Background: an optimization exercise with open tools, aiming at small area and a short achievable clock period. Do not read the settings as production practice. RTL that was checked went through simulation tests only; none was proved equivalent to the original. Function not checked in run 2: the RTL went through the layout flow alone. No activity file was given, so power comes from the tool's default toggle rates.

==> flow/design.v (outline; a module is shown in full before it is edited, if it fits) <==
// module mac_pe: 2110 lines
// module mac_pe1: 2110 lines
// module mac_pe0: 2673 lines
// module fa: 4 lines
// module fa_g: 6 lines
// module xor_g: 3 lines
// module maj_g: 3 lines
// module ha: 4 lines
// module booth_enc: 5 lines
// module booth_enc_1: 5 lines
// module booth_enc_m: 5 lines
// module pg_aoi: 4 lines
// module pg_oai: 4 lines
// module g_aoi: 3 lines
// module g_oai: 3 lines
// module systolic_array: 48 lines
module systolic_array(
    input [31:0] a1,a2,a3,
    input [31:0] b1,b2,b3,
    input rst, clk,
    output [63:0] c1,c2,c3,c4,c5,c6,c7,c8,c9
    );
  // ...
==> flow/flow/run.sh <==
#!/bin/bash
set -euo pipefail
MARGIN=6.6
bash standard.sh SETUP_SLACK_MARGIN=$MARGIN TNS_END_PERCENT=10 "BUFFER_PORTS_ARGS=-buffer_cell sky130_fd_sc_hd__buf_2" finish > standard.log 2>&1
==> flow/standard.sh <==
#!/bin/bash
# synth_recipe.tcl (not shown) runs the flow's synth.tcl, then flattens the netlist and writes it again
# the make line also repeats each setting of config.mk as NAME=value (left out here)
make -C /OpenROAD-flow-scripts/flow DESIGN_CONFIG=/design/flow/config.mk WORK_HOME=/design/flow/orfs CLKGATE_MAP_FILE= SYNTH_SCRIPT=/design/flow/synth_recipe.tcl "${@:-finish}"
==> flow/config.mk <==
export PLATFORM = sky130hd
export DESIGN_NAME = systolic_array
export DESIGN_NICKNAME = systolic_array
export VERILOG_FILES = /design/flow/design.v
export SDC_FILE = /design/flow/constraint.sdc
export NUM_CORES = 8
export LEC_CHECK = 0
export CAP_MARGIN = 20
export CORE_MARGIN = 2
export CORE_UTILIZATION = 55
export CTS_BUF_LIST = sky130_fd_sc_hd__clkbuf_4 sky130_fd_sc_hd__clkbuf_8
export PLACE_DENSITY = 0.6
export SLEW_MARGIN = 20
export SYNTH_HIERARCHICAL = 1
==> flow/constraint.sdc <==
create_clock -name core_clock -period 12.0 [get_ports {clk}]
set_input_delay 2.4000 -clock core_clock [delete_from_list [all_inputs] [get_ports {clk}]]
set_output_delay 2.4000 -clock core_clock [all_outputs]
set_load 0.01 [all_outputs]
==> run notes, run 1 <==
- Tightest Pin Transition: 1240 ps
- Core ar.: 498000 um2
- Net Sw Power: 51.1 mW
- CP arrival: between 6000 and 7000 ps
- Row cnt: 259
- Post-Synthesis Cell Area: 275000 um2
- Power, Total: between 100 and 150 mW
- Via-to-Cell Ratio: 6.49
- Post-CTS sizing: 432
- CP startpoint kind: flop
- Worst R2R Setup Slack: 6390 ps
- Layout clock area frac: 0.0314
- Biggest Area Class: multi-input gates
- Met3 Track Usage GR: 0.117
- Dominant cell type by area after synthesis: fa_1
- Layout cells sized above 1: 0.212
- Main combinational cell family by area after synthesis: adder cells
- Hpwl dp: 657000 um
- Length of routed met3 wiring: 119000 um
- Area delta synth->final: 5.20%
- Non-clk bufs: 1654
- Status: no timing/DRC/antenna violations
- Mux share of post-synthesis cell area: 0
- TritonCTS Buffers: ~400
- RSZ-0062 raised after global routing: yes
- Grt met2 use: 0.585
- Clock buffers: 561
- Seq Cell Count: ~2100
- DRT iter0 DRCs: 22768
==> run 2, diff against run 1 <==
--- a/flow/design.v
+++ b/flow/design.v
@@ -2111,17 +2111,17 @@
 endmodule
 module mac_pe1(
   input wire clk,
   input wire clr,
   input wire [31:0] a,
   input wire [31:0] b,
   output reg [63:0] acc
 );
-  reg [180:0] pr;
+  reg [232:0] pr;
   wire n0, n1, n2;
   booth_enc un0(b[1], b[0], 1'b0, n0, n1, n2);
   wire n3 = ((n0 & a[0]) | (n1 & 1'b0)) ^ n2;
   wire n4 = ((n0 & a[1]) | (n1 & a[0])) ^ n2;
   wire n5 = ((n0 & a[2]) | (n1 & a[1])) ^ n2;
   wire n6 = ((n0 & a[3]) | (n1 & a[2])) ^ n2;
   wire n7 = ((n0 & a[4]) | (n1 & a[3])) ^ n2;
   wire n8 = ((n0 & a[5]) | (n1 & a[4])) ^ n2;
@@ -3396,503 +3396,503 @@
   fa un1291(n533, n567, n430, n1291, n1292);
   wire n1293 = ~(n466 ^ n500);
   wire n1294 = n466 | n500;
   wire n1295, n1296;
   ha un1295(n534, n568, n1295, n1296);
   wire n1297, n1298;
   fa un1297(n467, n501, n535, n1297, n1298);
   wire n1299 = ~n502;
-  wire n1300, n1301;
-  ha un1300(n74, n7, n1300, n1301);
-  wire n1302, n1303;
-  ha un1302(n8, n42, n1302, n1303);
-  wire n1304, n1305;
-  fa un1304(n43, n77, n111, n1304, n1305);
-  wire n1306, n1307;
-  fa un1306(n78, n112, n1102, n1306, n1307);
-  wire n1308, n1309;
-  fa un1308(n147, n1104, n1107, n1308, n1309);
-  wire n1310, n1311;
-  fa un1310(n1108, n1111, n1106, n1310, n1311);
-  wire n1312, n1313;
-  fa un1312(n1112, n1110, n1113, n1312, n1313);
-  wire n1314, n1315;
-  fa un1314(n1114, n1117, n1116, n1314, n1315);
-  wire n1316, n1317;
-  fa un1316(n1118, n1121, n1120, n1316, n1317);
-  wire n1318, n1319;
-  fa un1318(n1122, n1125, n1124, n1318, n1319);
-  wire n1320, n1321;
-  fa un1320(n1126, n1129, n1128, n1320, n1321);
-  wire n1322, n1323;
-  fa un1322(n1130, n1133, n1132, n1322, n1323);
-  wire n1324, n1325;
-  fa un1324(n1134, n1137, n1136, n1324, n1325);
-  wire n1326, n1327;
-  fa un1326(n1138, n1141, n1140, n1326, n1327);
-  wire n1328, n1329;
-  fa un1328(n1142, n1145, n1144, n1328, n1329);
-  wire n1330, n1331;
-  fa un1330(n1146, n1149, n1148, n1330, n1331);
-  wire n1332, n1333;
-  fa un1332(n1150, n1153, n1152, n1332, n1333);
-  wire n1334, n1335;
-  fa un1334(n1154, n1157, n1156, n1334, n1335);
-  wire n1336, n1337;
-  fa un1336(n1158, n1161, n1160, n1336, n1337);
-  wire n1338, n1339;
-  fa un1338(n1162, n1165, n1164, n1338, n1339);
-  wire n1340, n1341;
-  fa un1340(n1166, n1168, n1169, n1340, n1341);
-  wire n1342, n1343;
-  fa un1342(n1170, n1172, n1173, n1342, n1343);
-  wire n1344, n1345;
-  fa un1344(n1174, n1177, n1176, n1344, n1345);
-  wire n1346, n1347;
-  fa un1346(n1178, n1181, n1180, n1346, n1347);
-  wire n1348, n1349;
-  fa un1348(n1182, n1185, n1184, n1348, n1349);
-  wire n1350, n1351;
-  fa un1350(n1186, n1189, n1188, n1350, n1351);
-  wire n1352, n1353;
-  fa un1352(n1190, n1193, n1192, n1352, n1353);
-  wire n1354, n1355;
-  fa un1354(n1194, n1197, n1196, n1354, n1355);
-  wire n1356, n1357;
-  fa un1356(n1198, n1201, n1200, n1356, n1357);
-  wire n1358, n1359;
-  fa un1358(n1202, n1205, n1204, n1358, n1359);
-  wire n1360, n1361;
-  fa un1360(n1206, n1209, n1208, n1360, n1361);
-  wire n1362, n1363;
-  fa un1362(n1210, n1213, n1212, n1362, n1363);
-  wire n1364, n1365;
-  fa un1364(n1214, n1217, n1216, n1364, n1365);
-  wire n1366, n1367;
-  fa un1366(n1221, n1218, n1220, n1366, n1367);
-  wire n1368, n1369;
-  fa un1368(n1222, n1225, n1224, n1368, n1369);
-  wire n1370, n1371;
-  fa un1370(n1226, n1229, n1228, n1370, n1371);
-  wire n1372, n1373;
-  fa un1372(n1230, n1233, n1232, n1372, n1373);
-  wire n1374, n1375;
-  fa un1374(n1234, n1237, n1239, n1374, n1375);
-  wire n1376, n1377;
-  fa un1376(n1241, n1238, n1243, n1376, n1377);
-  wire n1378, n1379;
-  fa un1378(n1242, n1245, n1244, n1378, n1379);
-  wire n1380, n1381;
-  fa un1380(n1246, n1249, n1248, n1380, n1381);
-  wire n1382, n1383;
-  fa un1382(n1250, n1253, n1252, n1382, n1383);
-  wire n1384, n1385;
-  fa un1384(n1257, n1254, n1256, n1384, n1385);
-  wire n1386, n1387;
-  fa un1386(n1258, n1261, n1260, n1386, n1387);
-  wire n1388, n1389;
-  fa un1388(n1262, n1265, n1267, n1388, n1389);
-  wire n1390, n1391;
-  fa un1390(n1269, n1266, n1271, n1390, n1391);
-  wire n1392, n1393;
-  fa un1392(n1270, n1273, n1275, n1392, n1393);
-  wire n1394, n1395;
-  fa un1394(n1277, n1274, n1276, n1394, n1395);
-  wire n1396, n1397;
-  fa un1396(n1281, n1278, n1280, n1396, n1397);
-  wire n1398, n1399;
-  fa un1398(n1282, n1285, n1287, n1398, n1399);
-  wire n1400, n1401;
-  fa un1400(n1286, n1289, n1291, n1400, n1401);
-  wire n1402, n1403;
-  fa un1402(n1295, n1290, n1293, n1402, n1403);
-  wire n1404, n1405;
-  fa un1404(n569, n1296, n1294, n1404, n1405);
-  wire n1406, n1407;
-  fa un1406(n536, n570, n1299, n1406, n1407);
-  wire n1408, n1409;
-  fa un1408(n503, n537, n571, n1408, n1409);
-  wire n1410 = ~n538;
-  wire [180:0] pr_d = {n575, n574, n573, n539, n538, n572, n1410, n1409, n502, n1408, n1407, n1298, n1406, n1405, n1297, n1404, n1403, n1292, n1402, n1401, n1288, n1400, n1399, n1284, n1398, n1397, n1283, n1396, n1395, n1279, n1394, n1393, n1272, n1392, n1391, n1268, n1390, n1389, n1264, n1388, n1387, n1263, n1386, n1385, n1259, n1384, n1383, n1255, n1382, n1381, n1251, n1380, n1379, n1247, n1378, n1377, n1240, n1376, n1375, n1236, n1374, n1373, n1235, n1372, n1371, n1231, n1370, n1369, n1227, n1368, n1367, n1223, n1366, n1365, n1219, n1364, n1363, n1215, n1362, n1361, n1211, n1360, n1359, n1207, n1358, n1357, n1203, n1356, n1355, n1199, n1354, n1353, n1195, n1352, n1351, n1191, n1350, n1349, n1187, n1348, n1347, n1183, n1346, n1345, n1179, n1344, n1343, n1175, n1342, n1341, n1171, n1340, n1339, n1167, n1338, n1337, n1163, n1336, n1335, n1159, n1334, n1333, n1155, n1332, n1331, n1151, n1330, n1329, n1147, n1328, n1327, n1143, n1326, n1325, n1139, n1324, n1323, n1135, n1322, n1321, n1131, n1320, n1319, n1127, n1318, n1317, n1123, n1316, n1315, n1119, n1314, n1313, n1115, n1312, n1311, n1109, n1310, n1309, n1105, n1308, n1307, n1103, n1306, n1305, n1101, n1304, n1303, n76, n1302, n1301, n75, n41, n1300, n40, n6, n39, n5, n38, n4, n3, n2};
+  wire [232:0] pr_d = {n575, n574, n573, n539, n572, n538, n571, n537, n503, n502, n570, n536, n1299, n1298, n569, n1297, n1296, n1294, n1295, n1293, n1292, n1290, n1291, n1289, n1288, n1286, n1287, n1285, n1284, n1282, n1283, n1281, n1280, n1278, n1279, n1277, n1276, n1274, n1275, n1273, n1272, n1270, n1271, n1269, n1268, n1266, n1267, n1265, n1264, n1262, n1263, n1261, n1260, n1258, n1259, n1257, n1256, n1254, n1255, n1253, n1252, n1250, n1251, n1249, n1248, n1246, n1247, n1245, n1244, n1242, n1243, n1241, n1240, n1238, n1239, n1237, n1236, n1234, n1235, n1233, n1232, n1230, n1231, n1229, n1228, n1226, n1227, n1225, n1224, n1222, n1223, n1221, n1220, n1218, n1219, n1217, n1216, n1214, n1215, n1213, n1212, n1210, n1211, n1209, n1208, n1206, n1207, n1205, n1204, n1202, n1203, n1201, n1200, n1198, n1199, n1197, n1196, n1194, n1195, n1193, n1192, n1190, n1191, n1189, n1188, n1186, n1187, n1185, n1184, n1182, n1183, n1181, n1180, n1178, n1179, n1177, n1176, n1174, n1175, n1173, n1172, n1170, n1171, n1169, n1168, n1166, n1167, n1165, n1164, n1162, n1163, n1161, n1160, n1158, n1159, n1157, n1156, n1154, n1155, n1153, n1152, n1150, n1151, n1149, n1148, n1146, n1147, n1145, n1144, n1142, n1143, n1141, n1140, n1138, n1139, n1137, n1136, n1134, n1135, n1133, n1132, n1130, n1131, n1129, n1128, n1126, n1127, n1125, n1124, n1122, n1123, n1121, n1120, n1118, n1119, n1117, n1116, n1114, n1115, n1113, n1112, n1110, n1111, n1109, n1108, n1106, n147, n1107, n1105, n1104, n112, n78, n1103, n1102, n111, n77, n43, n1101, n76, n42, n8, n75, n41, n7, n74, n40, n6, n39, n5, n38, n4, n3, n2};
   wire q0, q1;
-  ha uq0(pr[3], pr[4], q0, q1);
+  ha uq0(pr[8], pr[9], q0, q1);
   wire q2, q3;
-  ha uq2(pr[6], pr[7], q2, q3);
+  ha uq2(pr[12], pr[13], q2, q3);
   wire q4, q5;
-  fa uq4(pr[8], pr[9], pr[10], q4, q5);
+  fa uq4(pr[15], pr[16], pr[17], q4, q5);
   wire q6, q7;
-  fa uq6(pr[11], pr[12], pr[13], q6, q7);
+  fa uq6(pr[19], pr[20], pr[21], q6, q7);
   wire q8, q9;
-  fa uq8(pr[14], pr[15], pr[16], q8, q9);
+  fa uq8(pr[23], pr[24], pr[25], q8, q9);
   wire q10, q11;
-  fa uq10(pr[17], pr[18], pr[19], q10, q11);
+  fa uq10(pr[27], pr[28], pr[29], q10, q11);
   wire q12, q13;
-  fa uq12(pr[20], pr[21], pr[22], q12, q13);
+  fa uq12(pr[31], pr[32], pr[33], q12, q13);
   wire q14, q15;
-  fa uq14(pr[23], pr[24], pr[25], q14, q15);
+  fa uq14(pr[35], pr[36], pr[37], q14, q15);
   wire q16, q17;
-  fa uq16(pr[26], pr[27], pr[28], q16, q17);
+  fa uq16(pr[39], pr[40], pr[41], q16, q17);
   wire q18, q19;
-  fa uq18(pr[29], pr[30], pr[31], q18, q19);
+  fa uq18(pr[43], pr[44], pr[45], q18, q19);
   wire q20, q21;
-  fa uq20(pr[32], pr[33], pr[34], q20, q21);
+  fa uq20(pr[47], pr[48], pr[49], q20, q21);
   wire q22, q23;
-  fa uq22(pr[35], pr[36], pr[37], q22, q23);
+  fa uq22(pr[51], pr[52], pr[53], q22, q23);
   wire q24, q25;
-  fa uq24(pr[38], pr[39], pr[40], q24, q25);
+  fa uq24(pr[55], pr[56], pr[57], q24, q25);
   wire q26, q27;
-  fa uq26(pr[41], pr[42], pr[43], q26, q27);
+  fa uq26(pr[59], pr[60], pr[61], q26, q27);
   wire q28, q29;
-  fa uq28(pr[44], pr[45], pr[46], q28, q29);
+  fa uq28(pr[63], pr[64], pr[65], q28, q29);
   wire q30, q31;
-  fa uq30(pr[47], pr[48], pr[49], q30, q31);
+  fa uq30(pr[67], pr[68], pr[69], q30, q31);
   wire q32, q33;
-  fa uq32(pr[50], pr[51], pr[52], q32, q33);
+  fa uq32(pr[71], pr[72], pr[73], q32, q33);
   wire q34, q35;
-  fa uq34(pr[53], pr[54], pr[55], q34, q35);
+  fa uq34(pr[75], pr[76], pr[77], q34, q35);
   wire q36, q37;
-  fa uq36(pr[56], pr[57], pr[58], q36, q37);
+  fa uq36(pr[79], pr[80], pr[81], q36, q37);
   wire q38, q39;
-  fa uq38(pr[59], pr[60], pr[61], q38, q39);
+  fa uq38(pr[83], pr[84], pr[85], q38, q39);
   wire q40, q41;
-  fa uq40(pr[62], pr[63], pr[64], q40, q41);
+  fa uq40(pr[87], pr[88], pr[89], q40, q41);
   wire q42, q43;
-  fa uq42(pr[65], pr[66], pr[67], q42, q43);
+  fa uq42(pr[91], pr[92], pr[93], q42, q43);
   wire q44, q45;
-  fa uq44(pr[68], pr[69], pr[70], q44, q45);
+  fa uq44(pr[95], pr[96], pr[97], q44, q45);
   wire q46, q47;
-  fa uq46(pr[71], pr[72], pr[73], q46, q47);
+  fa uq46(pr[99], pr[100], pr[101], q46, q47);
   wire q48, q49;
-  fa uq48(pr[74], pr[75], pr[76], q48, q49);
+  fa uq48(pr[103], pr[104], pr[105], q48, q49);
   wire q50, q51;
-  fa uq50(pr[77], pr[78], pr[79], q50, q51);
+  fa uq50(pr[107], pr[108], pr[109], q50, q51);
   wire q52, q53;
-  fa uq52(pr[80], pr[81], pr[82], q52, q53);
+  fa uq52(pr[111], pr[112], pr[113], q52, q53);
   wire q54, q55;
-  fa uq54(pr[83], pr[84], pr[85], q54, q55);
+  fa uq54(pr[115], pr[116], pr[117], q54, q55);
   wire q56, q57;
-  fa uq56(pr[86], pr[87], pr[88], q56, q57);
+  fa uq56(pr[119], pr[120], pr[121], q56, q57);
   wire q58, q59;
-  fa uq58(pr[89], pr[90], pr[91], q58, q59);
+  fa uq58(pr[123], pr[124], pr[125], q58, q59);
   wire q60, q61;
-  fa uq60(pr[92], pr[93], pr[94], q60, q61);
+  fa uq60(pr[127], pr[128], pr[129], q60, q61);
   wire q62, q63;
-  fa uq62(pr[95], pr[96], pr[97], q62, q63);
+  fa uq62(pr[131], pr[132], pr[133], q62, q63);
   wire q64, q65;
-  fa uq64(pr[98], pr[99], pr[100], q64, q65);
+  fa uq64(pr[135], pr[136], pr[137], q64, q65);
   wire q66, q67;
-  fa uq66(pr[101], pr[102], pr[103], q66, q67);
+  fa uq66(pr[139], pr[140], pr[141], q66, q67);
   wire q68, q69;
-  fa uq68(pr[104], pr[105], pr[106], q68, q69);
+  fa uq68(pr[143], pr[144], pr[145], q68, q69);
   wire q70, q71;
-  fa uq70(pr[107], pr[108], pr[109], q70, q71);
+  fa uq70(pr[147], pr[148], pr[149], q70, q71);
   wire q72, q73;
-  fa uq72(pr[110], pr[111], pr[112], q72, q73);
+  fa uq72(pr[151], pr[152], pr[153], q72, q73);
   wire q74, q75;
-  fa uq74(pr[113], pr[114], pr[115], q74, q75);
+  fa uq74(pr[155], pr[156], pr[157], q74, q75);
   wire q76, q77;
-  fa uq76(pr[116], pr[117], pr[118], q76, q77);
+  fa uq76(pr[159], pr[160], pr[161], q76, q77);
   wire q78, q79;
-  fa uq78(pr[119], pr[120], pr[121], q78, q79);
+  fa uq78(pr[163], pr[164], pr[165], q78, q79);
   wire q80, q81;
-  fa uq80(pr[122], pr[123], pr[124], q80, q81);
+  fa uq80(pr[167], pr[168], pr[169], q80, q81);
   wire q82, q83;
-  fa uq82(pr[125], pr[126], pr[127], q82, q83);
+  fa uq82(pr[171], pr[172], pr[173], q82, q83);
   wire q84, q85;
-  fa uq84(pr[128], pr[129], pr[130], q84, q85);
+  fa uq84(pr[175], pr[176], pr[177], q84, q85);
   wire q86, q87;
-  fa uq86(pr[131], pr[132], pr[133], q86, q87);
+  fa uq86(pr[179], pr[180], pr[181], q86, q87);
   wire q88, q89;
-  fa uq88(pr[134], pr[135], pr[136], q88, q89);
+  fa uq88(pr[183], pr[184], pr[185], q88, q89);
   wire q90, q91;
-  fa uq90(pr[137], pr[138], pr[139], q90, q91);
+  fa uq90(pr[187], pr[188], pr[189], q90, q91);
   wire q92, q93;
-  fa uq92(pr[140], pr[141], pr[142], q92, q93);
+  fa uq92(pr[191], pr[192], pr[193], q92, q93);
   wire q94, q95;
-  fa uq94(pr[143], pr[144], pr[145], q94, q95);
+  fa uq94(pr[195], pr[196], pr[197], q94, q95);
   wire q96, q97;
-  fa uq96(pr[146], pr[147], pr[148], q96, q97);
+  fa uq96(pr[199], pr[200], pr[201], q96, q97);
   wire q98, q99;
-  fa uq98(pr[149], pr[150], pr[151], q98, q99);
+  fa uq98(pr[203], pr[204], pr[205], q98, q99);
   wire q100, q101;
-  fa uq100(pr[152], pr[153], pr[154], q100, q101);
+  fa uq100(pr[207], pr[208], pr[209], q100, q101);
   wire q102, q103;
-  fa uq102(pr[155], pr[156], pr[157], q102, q103);
+  fa uq102(pr[211], pr[212], pr[213], q102, q103);
   wire q104, q105;
-  fa uq104(pr[158], pr[159], pr[160], q104, q105);
+  fa uq104(pr[215], pr[216], pr[217], q104, q105);
   wire q106, q107;
-  fa uq106(pr[161], pr[162], pr[163], q106, q107);
+  fa uq106(pr[219], pr[220], pr[221], q106, q107);
   wire q108, q109;
-  fa uq108(pr[164], pr[165], pr[166], q108, q109);
-  wire q110, q111;
-  fa uq110(pr[167], pr[168], pr[169], q110, q111);
-  wire q112, q113;
-  fa uq112(pr[170], pr[171], pr[172], q112, q113);
-  wire q114, q115;
-  fa uq114(pr[173], pr[174], pr[175], q114, q115);
-  wire q116, q117;
-  fa uq116(pr[176], pr[177], pr[178], q116, q117);
-  wire q118 = ~pr[179];
+  fa uq108(pr[223], pr[224], pr[225], q108, q109);
+  wire q110 = ~pr[227];
+  wire q111, q112;
+  ha uq111(pr[3], pr[4], q111, q112);
+  wire q113, q114;
+  ha uq113(pr[6], pr[7], q113, q114);
+  wire q115, q116;
+  fa uq115(pr[10], pr[11], acc[4], q115, q116);
+  wire q117, q118;
+  fa uq117(pr[14], acc[5], q1, q117, q118);
   wire q119, q120;
-  ha uq119(pr[0], pr[1], q119, q120);
+  fa uq119(pr[18], acc[6], q3, q119, q120);
   wire q121, q122;
-  ha uq121(pr[2], acc[1], q121, q122);
+  fa uq121(pr[22], acc[7], q5, q121, q122);
   wire q123, q124;
-  fa uq123(pr[5], acc[2], q0, q123, q124);
+  fa uq123(pr[26], acc[8], q7, q123, q124);
   wire q125, q126;
-  fa uq125(acc[3], q1, q2, q125, q126);
+  fa uq125(pr[30], acc[9], q9, q125, q126);
   wire q127, q128;
-  fa uq127(acc[4], q3, q4, q127, q128);
+  fa uq127(pr[34], acc[10], q11, q127, q128);
   wire q129, q130;
-  fa uq129(acc[5], q5, q6, q129, q130);
+  fa uq129(pr[38], acc[11], q13, q129, q130);
   wire q131, q132;
-  fa uq131(acc[6], q7, q8, q131, q132);
+  fa uq131(pr[42], acc[12], q15, q131, q132);
   wire q133, q134;
-  fa uq133(acc[7], q9, q10, q133, q134);
+  fa uq133(pr[46], acc[13], q17, q133, q134);
   wire q135, q136;
-  fa uq135(acc[8], q11, q12, q135, q136);
+  fa uq135(pr[50], acc[14], q19, q135, q136);
   wire q137, q138;
-  fa uq137(acc[9], q13, q14, q137, q138);
+  fa uq137(pr[54], acc[15], q21, q137, q138);
   wire q139, q140;
-  fa uq139(acc[10], q15, q16, q139, q140);
+  fa uq139(pr[58], acc[16], q23, q139, q140);
   wire q141, q142;
-  fa uq141(acc[11], q17, q18, q141, q142);
+  fa uq141(pr[62], acc[17], q25, q141, q142);
   wire q143, q144;
-  fa uq143(acc[12], q19, q20, q143, q144);
+  fa uq143(pr[66], acc[18], q27, q143, q144);
   wire q145, q146;
-  fa uq145(acc[13], q21, q22, q145, q146);
+  fa uq145(pr[70], acc[19], q29, q145, q146);
   wire q147, q148;
-  fa uq147(acc[14], q23, q24, q147, q148);
+  fa uq147(pr[74], acc[20], q31, q147, q148);
   wire q149, q150;
-  fa uq149(acc[15], q25, q26, q149, q150);
+  fa uq149(pr[78], acc[21], q33, q149, q150);
   wire q151, q152;
-  fa uq151(acc[16], q27, q28, q151, q152);
+  fa uq151(pr[82], acc[22], q35, q151, q152);
   wire q153, q154;
-  fa uq153(acc[17], q29, q30, q153, q154);
+  fa uq153(pr[86], acc[23], q37, q153, q154);
   wire q155, q156;
-  fa uq155(acc[18], q31, q32, q155, q156);
+  fa uq155(pr[90], acc[24], q39, q155, q156);
   wire q157, q158;
-  fa uq157(acc[19], q33, q34, q157, q158);
+  fa uq157(pr[94], acc[25], q41, q157, q158);
   wire q159, q160;
-  fa uq159(acc[20], q35, q36, q159, q160);
+  fa uq159(pr[98], acc[26], q43, q159, q160);
   wire q161, q162;
-  fa uq161(acc[21], q37, q38, q161, q162);
+  fa uq161(pr[102], acc[27], q45, q161, q162);
   wire q163, q164;
-  fa uq163(acc[22], q39, q40, q163, q164);
+  fa uq163(pr[106], acc[28], q47, q163, q164);
   wire q165, q166;
-  fa uq165(acc[23], q41, q42, q165, q166);
+  fa uq165(pr[110], acc[29], q49, q165, q166);
   wire q167, q168;
-  fa uq167(acc[24], q43, q44, q167, q168);
+  fa uq167(pr[114], acc[30], q51, q167, q168);
   wire q169, q170;
-  fa uq169(acc[25], q45, q46, q169, q170);
+  fa uq169(pr[118], acc[31], q53, q169, q170);
   wire q171, q172;
-  fa uq171(acc[26], q47, q48, q171, q172);
+  fa uq171(pr[122], acc[32], q55, q171, q172);
   wire q173, q174;
-  fa uq173(acc[27], q49, q50, q173, q174);
+  fa uq173(pr[126], acc[33], q57, q173, q174);
   wire q175, q176;
-  fa uq175(acc[28], q51, q52, q175, q176);
+  fa uq175(pr[130], acc[34], q59, q175, q176);
   wire q177, q178;
-  fa uq177(acc[29], q53, q54, q177, q178);
+  fa uq177(pr[134], acc[35], q61, q177, q178);
   wire q179, q180;
-  fa uq179(acc[30], q55, q56, q179, q180);
+  fa uq179(pr[138], acc[36], q63, q179, q180);
   wire q181, q182;
-  fa uq181(acc[31], q57, q58, q181, q182);
+  fa uq181(pr[142], acc[37], q65, q181, q182);
   wire q183, q184;
-  fa uq183(acc[32], q59, q60, q183, q184);
+  fa uq183(pr[146], acc[38], q67, q183, q184);
   wire q185, q186;
-  fa uq185(acc[33], q61, q62, q185, q186);
+  fa uq185(pr[150], acc[39], q69, q185, q186);
   wire q187, q188;
-  fa uq187(acc[34], q63, q64, q187, q188);
+  fa uq187(pr[154], acc[40], q71, q187, q188);
   wire q189, q190;
-  fa uq189(acc[35], q65, q66, q189, q190);
+  fa uq189(pr[158], acc[41], q73, q189, q190);
   wire q191, q192;
-  fa uq191(acc[36], q67, q68, q191, q192);
+  fa uq191(pr[162], acc[42], q75, q191, q192);
   wire q193, q194;
-  fa uq193(acc[37], q69, q70, q193, q194);
+  fa uq193(pr[166], acc[43], q77, q193, q194);
   wire q195, q196;
-  fa uq195(acc[38], q71, q72, q195, q196);
+  fa uq195(pr[170], acc[44], q79, q195, q196);
   wire q197, q198;
-  fa uq197(acc[39], q73, q74, q197, q198);
+  fa uq197(pr[174], acc[45], q81, q197, q198);
   wire q199, q200;
-  fa uq199(acc[40], q75, q76, q199, q200);
+  fa uq199(pr[178], acc[46], q83, q199, q200);
   wire q201, q202;
-  fa uq201(acc[41], q77, q78, q201, q202);
+  fa uq201(pr[182], acc[47], q85, q201, q202);
   wire q203, q204;
-  fa uq203(acc[42], q79, q80, q203, q204);
+  fa uq203(pr[186], acc[48], q87, q203, q204);
   wire q205, q206;
-  fa uq205(acc[43], q81, q82, q205, q206);
+  fa uq205(pr[190], acc[49], q89, q205, q206);
   wire q207, q208;
-  fa uq207(acc[44], q83, q84, q207, q208);
+  fa uq207(pr[194], acc[50], q91, q207, q208);
   wire q209, q210;
-  fa uq209(acc[45], q85, q86, q209, q210);
+  fa uq209(pr[198], acc[51], q93, q209, q210);
   wire q211, q212;
-  fa uq211(acc[46], q87, q88, q211, q212);
+  fa uq211(pr[202], acc[52], q95, q211, q212);
   wire q213, q214;
-  fa uq213(acc[47], q89, q90, q213, q214);
+  fa uq213(pr[206], acc[53], q97, q213, q214);
   wire q215, q216;
-  fa uq215(acc[48], q91, q92, q215, q216);
+  fa uq215(pr[210], acc[54], q99, q215, q216);
   wire q217, q218;
-  fa uq217(acc[49], q93, q94, q217, q218);
+  fa uq217(pr[214], acc[55], q101, q217, q218);
   wire q219, q220;
-  fa uq219(acc[50], q95, q96, q219, q220);
+  fa uq219(pr[218], acc[56], q103, q219, q220);
   wire q221, q222;
-  fa uq221(acc[51], q97, q98, q221, q222);
+  fa uq221(pr[222], acc[57], q105, q221, q222);
   wire q223, q224;
-  fa uq223(acc[52], q99, q100, q223, q224);
+  fa uq223(pr[226], acc[58], q107, q223, q224);
   wire q225, q226;
-  fa uq225(acc[53], q101, q102, q225, q226);
+  fa uq225(pr[228], acc[59], q110, q225, q226);
   wire q227, q228;
-  fa uq227(acc[54], q103, q104, q227, q228);
-  wire q229, q230;
-  fa uq229(acc[55], q105, q106, q229, q230);
-  wire q231, q232;
-  fa uq231(acc[56], q107, q108, q231, q232);
-  wire q233, q234;
-  fa uq233(acc[57], q109, q110, q233, q234);
-  wire q235, q236;
-  fa uq235(acc[58], q111, q112, q235, q236);
-  wire q237, q238;
-  fa uq237(acc[59], q113, q114, q237, q238);
-  wire q239, q240;
-  fa uq239(acc[60], q115, q116, q239, q240);
-  wire q241, q242;
-  fa uq241(acc[61], q118, q117, q241, q242);
-  wire q243, q244;
-  fa uq243(pr[180], acc[62], pr[179], q243, q244);
-  wire q245 = ~acc[63];
+  fa uq227(pr[229], pr[230], acc[60], q227, q228);
+  wire q229 = ~pr[231];
+  wire q230, q231;
+  ha uq230(pr[0], pr[1], q230, q231);
+  wire q232, q233;
+  ha uq232(pr[2], acc[1], q232, q233);
+  wire q234, q235;
+  fa uq234(pr[5], acc[2], q111, q234, q235);
+  wire q236, q237;
+  fa uq236(acc[3], q112, q113, q236, q237);
+  wire q238, q239;
+  fa uq238(q114, q0, q115, q238, q239);
+  wire q240, q241;
+  fa uq240(q2, q116, q117, q240, q241);
+  wire q242, q243;
+  fa uq242(q4, q118, q119, q242, q243);
+  wire q244, q245;
+  fa uq244(q6, q120, q121, q244, q245);
+  wire q246, q247;
+  fa uq246(q8, q122, q123, q246, q247);
+  wire q248, q249;
+  fa uq248(q10, q124, q125, q248, q249);
+  wire q250, q251;
+  fa uq250(q12, q126, q127, q250, q251);
+  wire q252, q253;
+  fa uq252(q14, q128, q129, q252, q253);
+  wire q254, q255;
+  fa uq254(q16, q130, q131, q254, q255);
+  wire q256, q257;
+  fa uq256(q18, q132, q133, q256, q257);
+  wire q258, q259;
+  fa uq258(q20, q134, q135, q258, q259);
+  wire q260, q261;
+  fa uq260(q22, q136, q137, q260, q261);
+  wire q262, q263;
+  fa uq262(q24, q138, q139, q262, q263);
+  wire q264, q265;
+  fa uq264(q26, q140, q141, q264, q265);
+  wire q266, q267;
+  fa uq266(q28, q142, q143, q266, q267);
+  wire q268, q269;
+  fa uq268(q30, q144, q145, q268, q269);
+  wire q270, q271;
+  fa uq270(q32, q146, q147, q270, q271);
+  wire q272, q273;
+  fa uq272(q34, q148, q149, q272, q273);
+  wire q274, q275;
+  fa uq274(q36, q150, q151, q274, q275);
+  wire q276, q277;
+  fa uq276(q38, q152, q153, q276, q277);
+  wire q278, q279;
+  fa uq278(q40, q154, q155, q278, q279);
+  wire q280, q281;
+  fa uq280(q42, q156, q157, q280, q281);
+  wire q282, q283;
+  fa uq282(q44, q158, q159, q282, q283);
+  wire q284, q285;
+  fa uq284(q46, q160, q161, q284, q285);
+  wire q286, q287;
+  fa uq286(q48, q162, q163, q286, q287);
+  wire q288, q289;
+  fa uq288(q50, q164, q165, q288, q289);
+  wire q290, q291;
+  fa uq290(q52, q166, q167, q290, q291);
+  wire q292, q293;
+  fa uq292(q54, q168, q169, q292, q293);
+  wire q294, q295;
+  fa uq294(q56, q170, q171, q294, q295);
+  wire q296, q297;
+  fa uq296(q58, q172, q173, q296, q297);
+  wire q298, q299;
+  fa uq298(q60, q174, q175, q298, q299);
+  wire q300, q301;
+  fa uq300(q62, q176, q177, q300, q301);
+  wire q302, q303;
+  fa uq302(q64, q178, q179, q302, q303);
+  wire q304, q305;
+  fa uq304(q66, q180, q181, q304, q305);
+  wire q306, q307;
+  fa uq306(q68, q182, q183, q306, q307);
+  wire q308, q309;
+  fa uq308(q70, q184, q185, q308, q309);
+  wire q310, q311;
+  fa uq310(q72, q186, q187, q310, q311);
+  wire q312, q313;
+  fa uq312(q74, q188, q189, q312, q313);
+  wire q314, q315;
+  fa uq314(q76, q190, q191, q314, q315);
+  wire q316, q317;
+  fa uq316(q78, q192, q193, q316, q317);
+  wire q318, q319;
+  fa uq318(q80, q194, q195, q318, q319);
+  wire q320, q321;
+  fa uq320(q82, q196, q197, q320, q321);
+  wire q322, q323;
+  fa uq322(q84, q198, q199, q322, q323);
+  wire q324, q325;
+  fa uq324(q86, q200, q201, q324, q325);
+  wire q326, q327;
+  fa uq326(q88, q202, q203, q326, q327);
+  wire q328, q329;
+  fa uq328(q90, q204, q205, q328, q329);
+  wire q330, q331;
+  fa uq330(q92, q206, q207, q330, q331);
+  wire q332, q333;
+  fa uq332(q94, q208, q209, q332, q333);
+  wire q334, q335;
+  fa uq334(q96, q210, q211, q334, q335);
+  wire q336, q337;
+  fa uq336(q98, q212, q213, q336, q337);
+  wire q338, q339;
+  fa uq338(q100, q214, q215, q338, q339);
+  wire q340, q341;
+  fa uq340(q102, q216, q217, q340, q341);
+  wire q342, q343;
+  fa uq342(q104, q218, q219, q342, q343);
+  wire q344, q345;
+  fa uq344(q106, q220, q221, q344, q345);
+  wire q346, q347;
+  fa uq346(q108, q222, q223, q346, q347);
+  wire q348, q349;
+  fa uq348(q109, q225, q224, q348, q349);
+  wire q350, q351;
+  fa uq350(pr[227], q227, q226, q350, q351);
+  wire q352, q353;
+  fa uq352(acc[61], q229, q228, q352, q353);
+  wire q354, q355;
+  fa uq354(pr[232], acc[62], pr[231], q354, q355);
+  wire q356 = ~acc[63];
   wire [63:0] sum;
-  wire qk1 = q119 & acc[0];
-  wire qk2 = q119 ^ acc[0];
-  wire qk3 = q120 & q121;
-  wire qk4 = q120 ^ q121;
-  wire qk5 = q122 & q123;
-  wire qk6 = q122 ^ q123;
-  wire qk7 = q124 & q125;
-  wire qk8 = q124 ^ q125;
-  wire qk9 = q126 & q127;
-  wire qk10 = q126 ^ q127;
-  wire qk11 = q128 & q129;
-  wire qk12 = q128 ^ q129;
-  wire qk13 = q130 & q131;
-  wire qk14 = q130 ^ q131;
-  wire qk15 = q132 & q133;
-  wire qk16 = q132 ^ q133;
-  wire qk17 = q134 & q135;
-  wire qk18 = q134 ^ q135;
-  wire qk19 = q136 & q137;
-  wire qk20 = q136 ^ q137;
-  wire qk21 = q138 & q139;
-  wire qk22 = q138 ^ q139;
-  wire qk23 = q140 & q141;
-  wire qk24 = q140 ^ q141;
-  wire qk25 = q142 & q143;
-  wire qk26 = q142 ^ q143;
-  wire qk27 = q144 & q145;
-  wire qk28 = q144 ^ q145;
-  wire qk29 = q146 & q147;
-  wire qk30 = q146 ^ q147;
-  wire qk31 = q148 & q149;
-  wire qk32 = q148 ^ q149;
-  wire qk33 = q150 & q151;
-  wire qk34 = q150 ^ q151;
-  wire qk35 = q152 & q153;
-  wire qk36 = q152 ^ q153;
-  wire qk37 = q154 & q155;
-  wire qk38 = q154 ^ q155;
-  wire qk39 = q156 & q157;
-  wire qk40 = q156 ^ q157;
-  wire qk41 = q158 & q159;
-  wire qk42 = q158 ^ q159;
-  wire qk43 = q160 & q161;
-  wire qk44 = q160 ^ q161;
-  wire qk45 = q162 & q163;
-  wire qk46 = q162 ^ q163;
-  wire qk47 = q164 & q165;
-  wire qk48 = q164 ^ q165;
-  wire qk49 = q166 & q167;
-  wire qk50 = q166 ^ q167;
-  wire qk51 = q168 & q169;
-  wire qk52 = q168 ^ q169;
-  wire qk53 = q170 & q171;
-  wire qk54 = q170 ^ q171;
-  wire qk55 = q172 & q173;
-  wire qk56 = q172 ^ q173;
-  wire qk57 = q174 & q175;
-  wire qk58 = q174 ^ q175;
-  wire qk59 = q176 & q177;
-  wire qk60 = q176 ^ q177;
-  wire qk61 = q178 & q179;
-  wire qk62 = q178 ^ q179;
-  wire qk63 = q180 & q181;
-  wire qk64 = q180 ^ q181;
-  wire qk65 = q182 & q183;
-  wire qk66 = q182 ^ q183;
-  wire qk67 = q184 & q185;
-  wire qk68 = q184 ^ q185;
-  wire qk69 = q186 & q187;
-  wire qk70 = q186 ^ q187;
-  wire qk71 = q188 & q189;
-  wire qk72 = q188 ^ q189;
-  wire qk73 = q190 & q191;
-  wire qk74 = q190 ^ q191;
-  wire qk75 = q192 & q193;
-  wire qk76 = q192 ^ q193;
-  wire qk77 = q194 & q195;
-  wire qk78 = q194 ^ q195;
-  wire qk79 = q196 & q197;
-  wire qk80 = q196 ^ q197;
-  wire qk81 = q198 & q199;
-  wire qk82 = q198 ^ q199;
-  wire qk83 = q200 & q201;
-  wire qk84 = q200 ^ q201;
-  wire qk85 = q202 & q203;
-  wire qk86 = q202 ^ q203;
-  wire qk87 = q204 & q205;
-  wire qk88 = q204 ^ q205;
-  wire qk89 = q206 & q207;
-  wire qk90 = q206 ^ q207;
-  wire qk91 = q208 & q209;
-  wire qk92 = q208 ^ q209;
-  wire qk93 = q210 & q211;
-  wire qk94 = q210 ^ q211;
-  wire qk95 = q212 & q213;
-  wire qk96 = q212 ^ q213;
-  wire qk97 = q214 & q215;
-  wire qk98 = q214 ^ q215;
-  wire qk99 = q216 & q217;
-  wire qk100 = q216 ^ q217;
-  wire qk101 = q218 & q219;
-  wire qk102 = q218 ^ q219;
-  wire qk103 = q220 & q221;
-  wire qk104 = q220 ^ q221;
-  wire qk105 = q222 & q223;
-  wire qk106 = q222 ^ q223;
-  wire qk107 = q224 & q225;
-  wire qk108 = q224 ^ q225;
-  wire qk109 = q226 & q227;
-  wire qk110 = q226 ^ q227;
-  wire qk111 = q228 & q229;
-  wire qk112 = q228 ^ q229;
-  wire qk113 = q230 & q231;
-  wire qk114 = q230 ^ q231;
-  wire qk115 = q232 & q233;
-  wire qk116 = q232 ^ q233;
-  wire qk117 = q234 & q235;
-  wire qk118 = q234 ^ q235;
-  wire qk119 = q236 & q237;
-  wire qk120 = q236 ^ q237;
-  wire qk121 = q238 & q239;
-  wire qk122 = q238 ^ q239;
-  wire qk123 = q240 & q241;
-  wire qk124 = q240 ^ q241;
-  wire qk125 = q242 & q243;
-  wire qk126 = q242 ^ q243;
-  wire qk127 = q244 & q245;
-  wire qk128 = q244 ^ q245;
+  wire qk1 = q230 & acc[0];
+  wire qk2 = q230 ^ acc[0];
+  wire qk3 = q231 & q232;
+  wire qk4 = q231 ^ q232;
+  wire qk5 = q233 & q234;
+  wire qk6 = q233 ^ q234;
+  wire qk7 = q235 & q236;
+  wire qk8 = q235 ^ q236;
+  wire qk9 = q237 & q238;
+  wire qk10 = q237 ^ q238;
+  wire qk11 = q239 & q240;
+  wire qk12 = q239 ^ q240;
+  wire qk13 = q241 & q242;
+  wire qk14 = q241 ^ q242;
+  wire qk15 = q243 & q244;
+  wire qk16 = q243 ^ q244;
+  wire qk17 = q245 & q246;
+  wire qk18 = q245 ^ q246;
+  wire qk19 = q247 & q248;
+  wire qk20 = q247 ^ q248;
+  wire qk21 = q249 & q250;
+  wire qk22 = q249 ^ q250;
+  wire qk23 = q251 & q252;
+  wire qk24 = q251 ^ q252;
+  wire qk25 = q253 & q254;
+  wire qk26 = q253 ^ q254;
+  wire qk27 = q255 & q256;
+  wire qk28 = q255 ^ q256;
+  wire qk29 = q257 & q258;
+  wire qk30 = q257 ^ q258;
+  wire qk31 = q259 & q260;
+  wire qk32 = q259 ^ q260;
+  wire qk33 = q261 & q262;
+  wire qk34 = q261 ^ q262;
+  wire qk35 = q263 & q264;
+  wire qk36 = q263 ^ q264;
+  wire qk37 = q265 & q266;
+  wire qk38 = q265 ^ q266;
+  wire qk39 = q267 & q268;
+  wire qk40 = q267 ^ q268;
+  wire qk41 = q269 & q270;
+  wire qk42 = q269 ^ q270;
+  wire qk43 = q271 & q272;
+  wire qk44 = q271 ^ q272;
+  wire qk45 = q273 & q274;
+  wire qk46 = q273 ^ q274;
+  wire qk47 = q275 & q276;
+  wire qk48 = q275 ^ q276;
+  wire qk49 = q277 & q278;
+  wire qk50 = q277 ^ q278;
+  wire qk51 = q279 & q280;
+  wire qk52 = q279 ^ q280;
+  wire qk53 = q281 & q282;
+  wire qk54 = q281 ^ q282;
+  wire qk55 = q283 & q284;
+  wire qk56 = q283 ^ q284;
+  wire qk57 = q285 & q286;
+  wire qk58 = q285 ^ q286;
+  wire qk59 = q287 & q288;
+  wire qk60 = q287 ^ q288;
+  wire qk61 = q289 & q290;
+  wire qk62 = q289 ^ q290;
+  wire qk63 = q291 & q292;
+  wire qk64 = q291 ^ q292;
+  wire qk65 = q293 & q294;
+  wire qk66 = q293 ^ q294;
+  wire qk67 = q295 & q296;
+  wire qk68 = q295 ^ q296;
+  wire qk69 = q297 & q298;
+  wire qk70 = q297 ^ q298;
+  wire qk71 = q299 & q300;
+  wire qk72 = q299 ^ q300;
+  wire qk73 = q301 & q302;
+  wire qk74 = q301 ^ q302;
+  wire qk75 = q303 & q304;
+  wire qk76 = q303 ^ q304;
+  wire qk77 = q305 & q306;
+  wire qk78 = q305 ^ q306;
+  wire qk79 = q307 & q308;
+  wire qk80 = q307 ^ q308;
+  wire qk81 = q309 & q310;
+  wire qk82 = q309 ^ q310;
+  wire qk83 = q311 & q312;
+  wire qk84 = q311 ^ q312;
+  wire qk85 = q313 & q314;
+  wire qk86 = q313 ^ q314;
+  wire qk87 = q315 & q316;
+  wire qk88 = q315 ^ q316;
+  wire qk89 = q317 & q318;
+  wire qk90 = q317 ^ q318;
+  wire qk91 = q319 & q320;
+  wire qk92 = q319 ^ q320;
+  wire qk93 = q321 & q322;
+  wire qk94 = q321 ^ q322;
+  wire qk95 = q323 & q324;
+  wire qk96 = q323 ^ q324;
+  wire qk97 = q325 & q326;
+  wire qk98 = q325 ^ q326;
+  wire qk99 = q327 & q328;
+  wire qk100 = q327 ^ q328;
+  wire qk101 = q329 & q330;
+  wire qk102 = q329 ^ q330;
+  wire qk103 = q331 & q332;
+  wire qk104 = q331 ^ q332;
+  wire qk105 = q333 & q334;
+  wire qk106 = q333 ^ q334;
+  wire qk107 = q335 & q336;
+  wire qk108 = q335 ^ q336;
+  wire qk109 = q337 & q338;
+  wire qk110 = q337 ^ q338;
+  wire qk111 = q339 & q340;
+  wire qk112 = q339 ^ q340;
+  wire qk113 = q341 & q342;
+  wire qk114 = q341 ^ q342;
+  wire qk115 = q343 & q344;
+  wire qk116 = q343 ^ q344;
+  wire qk117 = q345 & q346;
+  wire qk118 = q345 ^ q346;
+  wire qk119 = q347 & q348;
+  wire qk120 = q347 ^ q348;
+  wire qk121 = q349 & q350;
+  wire qk122 = q349 ^ q350;
+  wire qk123 = q351 & q352;
+  wire qk124 = q351 ^ q352;
+  wire qk125 = q353 & q354;
+  wire qk126 = q353 ^ q354;
+  wire qk127 = q355 & q356;
+  wire qk128 = q355 ^ q356;
   wire qk129;
   g_aoi uqk129(qk3, qk4, qk1, qk129);
   wire qk130, qk131;
   pg_aoi uqk130(qk7, qk8, qk5, qk6, qk130, qk131);
   wire qk132, qk133;
   pg_aoi uqk132(qk11, qk12, qk9, qk10, qk132, qk133);
   wire qk134, qk135;
   pg_aoi uqk134(qk15, qk16, qk13, qk14, qk134, qk135);
==> flow/flow/run.sh (replaced) <==
#!/bin/bash
set -euo pipefail
MARGIN=6.7
bash standard.sh SETUP_SLACK_MARGIN=$MARGIN "BUFFER_PORTS_ARGS=-buffer_cell sky130_fd_sc_hd__buf_2" finish > standard.log 2>&1
==> run 2 against run 1 <==
  * Largest cell class unchanged
  * Via count rose by 0.85%
  * Final cell count rose by 0.84%
  * Still clean on timing, DRC and antenna
  * Synthesized cell count rose by 0.42%
  * Critical endpoint is now c1[40]
  * Total power rose by 3.6%
  * Clock-buffer cell count rose by 54
  * Critical path type is now reg2out
==> run notes, run 2 <==
- Slowest stage delay, CP: 400 ps
- Hold Vio Cnt, Final: 0
- Synth warnings: 10
- TNS Setup: 0 ps
- Tightest Pin Transition: 1220 ps (-24.0 ps)
- Post-Synth Adder-Cell Area: 0.350
- Kind of critical path: reg2out
- Largest registers: m2.pr (233), m4.pr (233), m1.st (127)
- Worst min-delay path class: reg2reg
- Final setup fails: 0
- Main combinational cell family by area after synthesis: adder cells
- Simple-Gate Fraction of Synth Area: 0.0268
- Core ar.: 502000 um2 (+0.78%)
- Most frequent cells in the layout: xnor2_1, a22oi_1, fa_1, dfxtp_1, xor2_1
- Tcrit/Tclk final: 0.462
- Detailed Routing Iterations Pass 1: 12
- Max Freq: 0.180 GHz
- EDFF count, synth: 0
- Area of the multi-input gates: 216000 um2
- Post-Synth XOR/XNOR Area: 0.210
- Synth cell count leaders: xnor2_1, a22oi_1, fa_1
- H-tree levels: 5
- DR vias: 205727
- Placed inst area: 278000 um2
- Place WS: roughly 4200 ps
- Fillers: between 40000 and 50000
- Min Clock Period, post-route: 5540 ps
- Dominant cell type by area after synthesis: fa_1
- Commonest non-fill, non-tap cell in the layout: xnor2_1
- Clk_skew: 133 ps
- Placer Congestion: 0.952
- Row cnt: 260 (+0.39%)
- WL met1: 374000 um
- Delay-heaviest family, CP: compound AO/OA/AOI/OAI gates
- Area delta synth->final: 6.26%
- Wirelength, routed: 1010000 um
- Post-Synthesis Cell Area: 277000 um2 (+0.71%)
- Most frequent cell after synthesis: xnor2_1
- Yosys top cell area share: 0.281
- Total grt overflow: 0
- Avg Cell Area, Syn: around 11 um2
- Max Cap Viol: 0
- Max_slew headroom: 0.189
- TritonCTS clock tree: yes
- RSZ-0062 raised after global routing: yes
- CTS clk-pin slew, worst paths: about 60 ps
- Seq. cell area: 45400 um2
- Initial cell density of the core: 0.552
- Required @ worst endpoint: 9600 ps
- Top post-synthesis cells by area: fa_1, dfxtp_1, xnor2_1
- CP arrival: 3140 ps (-3560 ps)
- Die Ht: ~710 um
- Post-synthesis cell type count: 31
- Most used DFF post-synth: dfxtp_1
- Status: no timing/DRC/antenna violations
- Design area: 294000 um2
- Final Max Slew Viols: 0
- Synthesized flop and latch total: 2243
- DRT iter0 DRCs: 23706 (+4.1%)
- Antenna violations before repair: 84
- Total global-route track usage: 0.388
- Clk sinks: 2243
- Routed Antenna Nets: 0
- Via-to-Cell Ratio: 6.49 (about the same)
- Maximum buffer depth of the clock tree: 4
- First-pass GRT wire length: 1480000 um
- FF-to-FF Start: b2_2[11]
- DP Cell Count: 30602
- Endpoint type of the worst setup path: primary output
- Post-cts hold buffer count: 0
- P_leak: roughly 110 nW
- # nets final: 29755
- Non-filler cells, final: roughly 32000
- Die area: 509000 um2
- # IOs: 770
- Crit-path slowest cell: dfxtp_4
- Power Dens Cells: between 300 and 400 nW/um2
- Maximum VDD drop: 0.702 mV
- Synth Instances: 25125
- Largest net degree at the start of global routing: 69
- Slack of the critical path: 6460 ps
- Crit Path Max Fanout: 4
- Length of routed met3 wiring: 120000 um (+0.84%)
- Layout cells sized above 1: 0.221 (+0.00828)
- TritonCTS Buffers: 418 (+6.6%)
- Number of buffers added on ports: ~770
- Ys async rst share: 0
- Worst Path Buf+Inv: 2
- Met2 WL: approximately 430000 um
- Per-cell routed wire length: 31.9 um
- Post-synthesis sequential area ratio: 0.162
- Hpwl dp: 653000 um (-0.63%)
- Vias in the first global route: 217857
- Max Used Layer: met5
- CP startpoint: m1.st[33]
- Die width: 714 um
- Mux share of post-synthesis cell area: 0 (unchanged)
- CP Cell Sequence: a21oi_4 > o21ai_2 > a21oi_2 > o21ai_2 > buf_4 > a21oi_2 > o21ai_1 > xor2_1 > buf_2
- Post-synthesis compound-gate area fraction: 0.178
- Worst-Skew Late Latency: ~1300 ps
- Worst hold start: b3_2[17]
- CP startpoint kind: flop
- Post-route DRC: 0
- Power, Total: 106 mW (+3.6%)
- Root Buffer: clkbuf_8
[run 2: changes by cell type after synthesis]
cell,delta
dfxtp_1,+104
a22oi_1,+36
buf_2,-12
buf_6,+18
a22oi_2,-36
inv_1,+2
xor2_1,-2
clkbuf_8,-6
[run 2: final cells by class]
cell class              instances  share of cell area
flip-flops and latches       2243               0.154
clock inverters               143             0.00558
repair buffers               1737              0.0461
multi-input cells           19883               0.734
inverters                     360             0.00459
well taps                    6681              0.0284
clock buffers                 615              0.0269
diodes                         48            0.000408
[run 2: routing by layer]
layer,vias to the layer above,track usage
li1,84247,-
met1,103893,0.484
met2,13900,0.580
met3,3622,0.114
met4,65,0.267
met5,-,0.00170
[run 2: where the power goes]
group          total [mW]  switching, mW  internal (mW)
Clock                8.58           3.71           4.87
Sequential           13.7           2.30           11.4
Combinational        84.0           46.7           37.4
Total                 106           52.7           53.6
[run 2: path summary, 6_finish.rpt]
path	to	slack, ps	cells past startpoint
setup reg to reg	m8.pr[70]	6700	12
hold reg to reg	b3_3[17]	370	0
hold / removal	b3_3[17]	370	0
setup / recovery	c1[40]	6460	9
[run 2: logic make-up (layout without fill, tap and decap cells)]
group	count (synthesis)	after routing
XOR/XNOR	6616	6616
AO/OA/AOI/OAI	5995	5998
adder cells (fa/ha/maj)	5463	5463
buffers and inverters	3023	2855
flip-flops	2243	2243
AND/OR/NAND/NOR	1776	1776
other	9	78
[run 2: Yosys stat by module (local to each module, per instance), a selection]
module,cells,flops+latches,copies in the design,cell area (um2)
ha,1,0,371,12.5
pg_aoi,2,0,435,12.5
g_aoi,1,0,357,8.76
maj_g,1,0,545,11.3
booth_enc,5,0,144,38.8
pg_oai,2,0,234,12.5
mac_pe,1767,189,6,16400
g_oai,1,0,201,5.00
fa,1,0,3888,20.0
mac_pe1,1875,297,2,18300
booth_enc_1,5,0,16,38.8
systolic_array,392,388,1,7800
[run 2: what timing repair did]
item                                    in CTS  in global routing
cloned                                      10                 19
pin swaps                                  102                 91
buffers inserted                           165                108
endpoints found under the setup margin     426                292
gates resized for setup                    605                368
[run 2: through the flow]
stage | hold slack [ps] | utilization
CTS | 367 | 0.581
global route | 372 | 0.587
finish | 366 | 0.587
global placement | 344 | 0.553
floorplan | 332 | -
detailed placement | 342 | 0.553

separate check: timing with driven ports:
No port has a modelled driver above. Below, the same layouts with a new extraction and two added sets of constraints. Step 1, drivers: a clkbuf_16 drives clk and a buf_2 each remaining input, both assumed. Step 2 moves the port delays by t, midway between the first and last clock arrival at a register: inputs arrive t later, outputs are due t later. That takes back most of the time a late clock gives input paths. a / b / c = ideal ports / drivers / drivers and shift; a / b = the first two.
| run | t (ns) | setup WS [ns] | worst hold slack (ns) | worst data-port slew with drivers (ns) | pins driven straight from the clock port |
|---|---|---|---|---|---|
| run 1 | 1.357 | 6.385 / 6.315 / 5.182 | 0.323 / 0.323 / 0.323 | 0.30 | 1 |
| run 2 | 1.331 | 6.459 / 6.317 / 5.329 | 0.366 / 0.366 / 0.366 | 0.39 | 1 |
After both steps setup and hold are still met in every run listed. The setup slack of run 1, which loses most, moves by -0.070 ns with the drivers and by -1.203 ns with both steps.
